Source: an optimization exercise on an open RTL-to-GDS flow (aim: small area and a short achievable clock period). Production flows keep margins and buffers that such runs may drop.
At most, simulation tests tie the RTL to the original design; equivalence was not proved.

==> flow/design.v (excerpt) <==
module fp16_multiplier(
  input wire clk,
  input wire [15:0] a,
  input wire [15:0] b,
  output wire [15:0] out
);
  wire [4:0] ea = a[14:10], eb = b[14:10];
  wire [9:0] fa = a[9:0], fb = b[9:0];
  wire ea0 = ea == 5'd0, eb0 = eb == 5'd0, ea31 = &ea, eb31 = &eb;
  wire fa0 = fa == 10'd0, fb0 = fb == 10'd0;
  wire za = ea0 & fa0, zb = eb0 & fb0;
  wire ia = ea31 & fa0, ib = eb31 & fb0;
  wire s0_nan = (ea31 & ~fa0) | (eb31 & ~fb0) | (ia & zb) | (za & ib);
  wire [5:0] esum = {1'b0, ea} + {1'b0, eb};
  wire [5:0] s0_esum = (za | zb) ? 6'd0 : (ia | ib) ? 6'd63 : esum;
  wire [8:0] tza, tzb;   
  assign tza[0] = 1'b1; assign tzb[0] = 1'b1;
  genvar gk;
  generate for (gk = 1; gk <= 8; gk = gk + 1) begin : g_tz
    assign tza[gk] = tza[gk-1] & ~fa[gk-1];
    assign tzb[gk] = tzb[gk-1] & ~fb[gk-1];
  end endgenerate
  wire s0_sticky = ~|(tza & {tzb[0], tzb[1], tzb[2], tzb[3], tzb[4], tzb[5], tzb[6], tzb[7], tzb[8]});
  wire [12:0] mbx = {1'b0, ~eb0, fb, 1'b0};   
  wire [5:0] s0_bo, s0_bt, s0_bn;
  generate for (gk = 0; gk < 6; gk = gk + 1) begin : g_booth
    wire y2 = mbx[2*gk+2], y1 = mbx[2*gk+1], y0 = mbx[2*gk];
    assign s0_bo[gk] = y1 ^ y0;
    assign s0_bt[gk] = (y2 & ~y1 & ~y0) | (~y2 & y1 & y0);
    assign s0_bn[gk] = y2 & ~(y1 & y0);
  end endgenerate
  reg r0_s, r0_nan, r0_sticky;
  reg [5:0] r0_esum;
  reg [10:0] ma;
  reg [5:0] bo, bt;
  reg [4:0] bn;
  always @(posedge clk) begin
    r0_s <= a[15] ^ b[15];
    r0_nan <= s0_nan;
    r0_esum <= s0_esum;
    r0_sticky <= s0_sticky;
    ma <= {~ea0, fa};
    bo <= s0_bo;
    bt <= s0_bt;
    bn <= s0_bn[4:0];
  end
  wire t0_0 = ((bo[0] & ma[0])) ^ bn[0];
  wire t0_1 = ((bo[0] & ma[1]) | (bt[0] & ma[0])) ^ bn[0];
  ...
clock: 5.0 ns
lec_check: 0
cap_margin: 20
core_margin: 2
core_utilization: 40
setup_slack_margin: 2.8
slew_margin: 20
standard.sh (not shown) runs the stock make flow with config.mk's settings and CLKGATE_MAP_FILE= SYNTH_SCRIPT=/design/flow/synth_recipe.tcl, a recipe that flattens the netlist after the stock synthesis.
==> flow/flow/run.sh <==
#!/bin/bash
# The standard layout (standard.sh), with two changes:
# - synthesis leaves full and half adders to ABC (ADDER_MAP_FILE empty: no extract_fa,
#   no fa/ha cells);
# - the port buffers are buf_2 cells instead of the delay buffers buffer_ports picks.
set -euo pipefail
ADDER_MAP_FILE= bash standard.sh synth > synth.log 2>&1
BUFFER_PORTS_ARGS="-buffer_cell sky130_fd_sc_hd__buf_2" bash standard.sh > layout.log 2>&1
Edit:
--- a/flow/design.v
+++ b/flow/design.v
@@ -220,39 +220,39 @@
   wire fs50 = fc16 ^ fs32 ^ fc31;
   wire fc50 = (fc16 & fs32) | (fc31 & (fc16 ^ fs32));
   wire fs51 = fc18 ^ fs33 ^ fc32;
   wire fc51 = (fc18 & fs33) | (fc32 & (fc18 ^ fs33));
   wire fs52 = fc19 ^ fs34 ^ fc33;
   wire fc52 = (fc19 & fs34) | (fc33 & (fc19 ^ fs34));
   wire fs53 = 1'b1 ^ fs35 ^ fc34;
   wire fc53 = (1'b1 & fs35) | (fc34 & (1'b1 ^ fs35));
   wire fs54 = t5_10 ^ ~bn[4] ^ fc35;
   wire fc54 = (t5_10 & ~bn[4]) | (fc35 & (t5_10 ^ ~bn[4]));
   wire fs55 = t5_11 ^ 1'b1;
   wire fc55 = t5_11 & 1'b1;
-  wire [5:0] lx = {fs39, fs38, fs37, bn[1], t0_1, t0_0};
-  wire [5:0] ly = {fc38, fc37, fc36, fs36, 1'b0, bn[0]};
-  wire [6:0] lsum = {1'b0, lx} + {1'b0, ly};
-  wire s1_cin = lsum[6];
-  wire [21:6] s1_hx = {fs55, fs54, fs53, fs52, fs51, fs50, fs49, fs48, fs47, fs46, fs45, fs44, fs43, fs42, fs41, fs40};
-  wire [21:6] s1_hy = {fc54, fc53, fc52, fc51, fc50, fc49, fc48, fc47, fc46, fc45, fc44, fc43, fc42, fc41, fc40, fc39};
-  reg [21:6] r1_hx, r1_hy;
+  wire [3:0] lx = {fs37, bn[1], t0_1, t0_0};
+  wire [3:0] ly = {fc36, fs36, 1'b0, bn[0]};
+  wire [4:0] lsum = {1'b0, lx} + {1'b0, ly};
+  wire s1_cin = lsum[4];
+  wire [21:4] s1_hx = {fs55, fs54, fs53, fs52, fs51, fs50, fs49, fs48, fs47, fs46, fs45, fs44, fs43, fs42, fs41, fs40, fs39, fs38};
+  wire [21:4] s1_hy = {fc54, fc53, fc52, fc51, fc50, fc49, fc48, fc47, fc46, fc45, fc44, fc43, fc42, fc41, fc40, fc39, fc38, fc37};
+  reg [21:4] r1_hx, r1_hy;
   reg r1_cin, r1_sticky, r1_nan, r1_s;
   reg [5:0] r1_esum;
   always @(posedge clk) begin
     r1_hx <= s1_hx; r1_hy <= s1_hy; r1_cin <= s1_cin; r1_sticky <= r0_sticky;
     r1_nan <= r0_nan; r1_s <= r0_s; r1_esum <= r0_esum;
   end
-  wire [16:0] psum = {r1_hx, 1'b1} + {r1_hy, r1_cin};
-  wire [21:8] s2_p = psum[16:3];
+  wire [18:0] psum = {r1_hx, 1'b1} + {r1_hy, r1_cin};
+  wire [21:8] s2_p = psum[18:5];
   reg [21:8] r2_p;
   reg r2_sticky, r2_nan, r2_s;
   reg [5:0] r2_esum;
   always @(posedge clk) begin
     r2_p <= s2_p; r2_sticky <= r1_sticky;
     r2_nan <= r1_nan; r2_s <= r1_s; r2_esum <= r1_esum;
   end
   wire lead = r2_p[21];
   wire [10:0] kept = lead ? r2_p[21:11] : r2_p[20:10];
   wire guard = lead ? r2_p[10] : r2_p[9];
   wire rnd = lead ? r2_p[9] : r2_p[8];
   wire ru = guard & (rnd | r2_sticky | kept[0]);
Maximum frequency rises by a few percent.
Core utilization falls by 1.1 points.
Critical path depth falls by 1.
Setup slack gains 0.067 ns.
Final cell count falls slightly.
Via count falls slightly.
Area after synthesis rises slightly.
Function was not checked in any run of this note: the RTL went through the layout flow alone.


fp16_multiplier, a different RTL version from the one above (not shown whole).
For scale: roughly 900 cells after synthesis, ~160 flip-flops, roughly 8600 sq um of cells after synthesis.
Settings: LEC_CHECK=0, CAP_MARGIN=20, CORE_MARGIN=2, CORE_UTILIZATION=60, CTS_BUF_LIST=sky130_fd_sc_hd__clkbuf_8, CTS_CLUSTER_SIZE=20, SETUP_SLACK_MARGIN=3.0, SLEW_MARGIN=20, SYNTH_HIERARCHICAL=1; clock period 5.0 ns.
==> flow/flow/run.sh <==
#!/bin/bash
# The standard layout (standard.sh), with these changes:
# - synthesis leaves full and half adders to ABC (ADDER_MAP_FILE empty: no extract_fa,
#   no fa/ha cells);
# - the port buffers are buf_1 cells instead of the delay buffers buffer_ports picks;
# - clock tree synthesis inserts no dummy loads.
set -euo pipefail
ADDER_MAP_FILE= bash standard.sh synth > synth.log 2>&1
export BUFFER_PORTS_ARGS="-buffer_cell sky130_fd_sc_hd__buf_1"
export CTS_ARGS="-sink_clustering_enable -repair_clock_nets -dont_use_dummy_load -buf_list sky130_fd_sc_hd__clkbuf_8 -sink_clustering_size 20"
bash standard.sh > layout.log 2>&1
==> next run, changes <==
--- a/flow/design.v
+++ b/flow/design.v
@@ -16,26 +16,26 @@
   reg r0_s, r0_nan, r0_sticky;
   reg [5:0] r0_esum;
   reg [10:0] ma;
   reg [12:0] m3;
   reg [3:0] d1, d2, d3, d4;
   reg [2:0] dn;
   always @(posedge clk) begin
     r0_s <= s0_s; r0_nan <= s0_nan; r0_esum <= s0_esum; r0_sticky <= s0_sticky;
     ma <= s0_ma; m3 <= s0_m3; d1 <= s0_d1; d2 <= s0_d2; d3 <= s0_d3; d4 <= s0_d4; dn <= s0_dn;
   end
-  wire [21:10] s1_hx, s1_hy;
-  wire [10:8] s1_pl;   
+  wire [21:8] s1_hx, s1_hy;
+  wire [8:8] s1_pl;   
   fp16m_stage1 u_s1(.ma(ma), .m3(m3), .d1(d1), .d2(d2), .d3(d3), .d4(d4), .dn(dn),
     .hx(s1_hx), .hy(s1_hy), .pl(s1_pl));
-  reg [21:10] r1_hx, r1_hy;
-  reg [10:8] r1_pl;
+  reg [21:8] r1_hx, r1_hy;
+  reg [8:8] r1_pl;
   reg r1_sticky, r1_nan, r1_s;
   reg [5:0] r1_esum;
   always @(posedge clk) begin
     r1_hx <= s1_hx; r1_hy <= s1_hy; r1_pl <= s1_pl;
     r1_sticky <= r0_sticky; r1_nan <= r0_nan; r1_s <= r0_s; r1_esum <= r0_esum;
   end
   wire [21:8] s2_p;
   fp16m_stage2 u_s2(.hx(r1_hx), .hy(r1_hy), .pl(r1_pl), .p(s2_p));
   reg [21:8] r2_p;
   reg r2_sticky, r2_nan, r2_s;
@@ -69,22 +69,22 @@
     r4_out <= r3_nan ? 16'h7e00 : {r3_s, low};
     r5_out <= r4_out;
   end
   assign out = r5_out;
 endmodule
 module fp16m_stage1(
   input wire [10:0] ma,
   input wire [12:0] m3,
   input wire [3:0] d1, d2, d3, d4,
   input wire [2:0] dn,
-  output wire [21:10] hx, hy,
-  output wire [10:8] pl
+  output wire [21:8] hx, hy,
+  output wire [8:8] pl
 );
   wire t0_0 = ((d1[0] & ma[0]) | (d3[0] & m3[0])) ^ dn[0];
   wire t0_1 = ((d1[0] & ma[1]) | (d2[0] & ma[0]) | (d3[0] & m3[1])) ^ dn[0];
   wire t0_2 = ((d1[0] & ma[2]) | (d2[0] & ma[1]) | (d3[0] & m3[2]) | (d4[0] & ma[0])) ^ dn[0];
   wire t0_3 = ((d1[0] & ma[3]) | (d2[0] & ma[2]) | (d3[0] & m3[3]) | (d4[0] & ma[1])) ^ dn[0];
   wire t0_4 = ((d1[0] & ma[4]) | (d2[0] & ma[3]) | (d3[0] & m3[4]) | (d4[0] & ma[2])) ^ dn[0];
   wire t0_5 = ((d1[0] & ma[5]) | (d2[0] & ma[4]) | (d3[0] & m3[5]) | (d4[0] & ma[3])) ^ dn[0];
   wire t0_6 = ((d1[0] & ma[6]) | (d2[0] & ma[5]) | (d3[0] & m3[6]) | (d4[0] & ma[4])) ^ dn[0];
   wire t0_7 = ((d1[0] & ma[7]) | (d2[0] & ma[6]) | (d3[0] & m3[7]) | (d4[0] & ma[5])) ^ dn[0];
   wire t0_8 = ((d1[0] & ma[8]) | (d2[0] & ma[7]) | (d3[0] & m3[8]) | (d4[0] & ma[6])) ^ dn[0];
@@ -188,34 +188,34 @@
   wire fs27 = 1'b1 ^ fs11 ^ fc10;
   wire fc27 = (1'b1 & fs11) | (fc10 & (1'b1 ^ fs11));
   wire fs28 = 1'b1 ^ fs12 ^ fc11;
   wire fc28 = (1'b1 & fs12) | (fc11 & (1'b1 ^ fs12));
   wire fs29 = t3_10 ^ ~dn[2] ^ fc12;
   wire fc29 = (t3_10 & ~dn[2]) | (fc12 & (t3_10 ^ ~dn[2]));
   wire fs30 = t3_11 ^ 1'b1;
   wire fc30 = t3_11 & 1'b1;
   wire fs31 = t3_12 ^ 1'b1;
   wire fc31 = t3_12 & 1'b1;
-  wire [9:0] lx = {fs19, fs18, fs17, fs16, fs15, fs14, dn[1], t0_2, t0_1, t0_0};
-  wire [9:0] ly = {fc18, fc17, fc16, fc15, fc14, fc13, fs13, 1'b0, 1'b0, dn[0]};
-  wire [10:0] lsum = {1'b0, lx} + {1'b0, ly};
-  assign pl = lsum[10:8];
-  assign hx = {fs31, fs30, fs29, fs28, fs27, fs26, fs25, fs24, fs23, fs22, fs21, fs20};
-  assign hy = {fc30, fc29, fc28, fc27, fc26, fc25, fc24, fc23, fc22, fc21, fc20, fc19};
+  wire [7:0] lx = {fs17, fs16, fs15, fs14, dn[1], t0_2, t0_1, t0_0};
+  wire [7:0] ly = {fc16, fc15, fc14, fc13, fs13, 1'b0, 1'b0, dn[0]};
+  wire [8:0] lsum = {1'b0, lx} + {1'b0, ly};
+  assign pl = lsum[8:8];
+  assign hx = {fs31, fs30, fs29, fs28, fs27, fs26, fs25, fs24, fs23, fs22, fs21, fs20, fs19, fs18};
+  assign hy = {fc30, fc29, fc28, fc27, fc26, fc25, fc24, fc23, fc22, fc21, fc20, fc19, fc18, fc17};
 endmodule
 module fp16m_stage2(
-  input wire [21:10] hx, hy,
-  input wire [10:8] pl,
+  input wire [21:8] hx, hy,
+  input wire [8:8] pl,
   output wire [21:8] p
 );
-  wire [12:0] psum = {hx, 1'b1} + {hy, pl[10]};
-  assign p = {psum[12:1], pl[9:8]};
+  wire [14:0] psum = {hx, 1'b1} + {hy, pl[8]};
+  assign p = psum[14:1];
 endmodule
 module fp16m_stage0(
   input wire [15:0] a, b,
   output wire s, nan, sticky,
   output wire [5:0] esum,
   output wire [10:0] ma,
   output wire [12:0] m3,
   output wire [3:0] d1, d2, d3, d4,
   output wire [2:0] dn
 );
Cell area went down by a few percent. Worst setup slack gets better by 0.62 ns. Routed wire length shrinks by a few percent. Count of clock-buffer cells in the layout is unchanged. Sequential cell count goes up by 2. Hold slack improves by 0.0031 ns.
The RTL of the first run of this note was laid out without a check of its function.

port drivers added, routing unchanged:
How much do the figures lean on ideal ports? The routed layouts below were timed once more, with nothing changed but the port constraints. Step 1 assumes that a clkbuf_16 drives the clock port and a buf_2 every other input. Step 2 moves the port delays by t, midway between the first and last clock arrival at a register: inputs arrive t later, outputs are due t later. That takes back most of the time a late clock gives input paths. Three values: no drivers, after step 1, after step 2; two values: the first two.
| run | shift t [ns] | setup slack, ns | slew at the worst register clock pin (ns) | pins driven straight from the clock port |
|---|---|---|---|---|
| the first run of note 1 | 0.468 | 2.667 / 2.667 / 2.309 | 0.07 / 0.07 | 1 |
| the second run of note 1 | 0.473 | 2.734 / 2.740 / 2.267 | 0.07 / 0.07 | 1 |
| the first run of note 2 | 0.483 | 2.302 / 2.302 / 2.302 | 0.10 / 0.10 | 1 |
| the second run of note 2 | 0.461 | 2.920 / 2.920 / 2.503 | 0.10 / 0.10 | 1 |
After both steps every run listed still meets setup and hold. For the second run of note 1, which loses most, drivers alone change the setup slack by +0.006 ns; drivers and shift together by -0.467 ns.
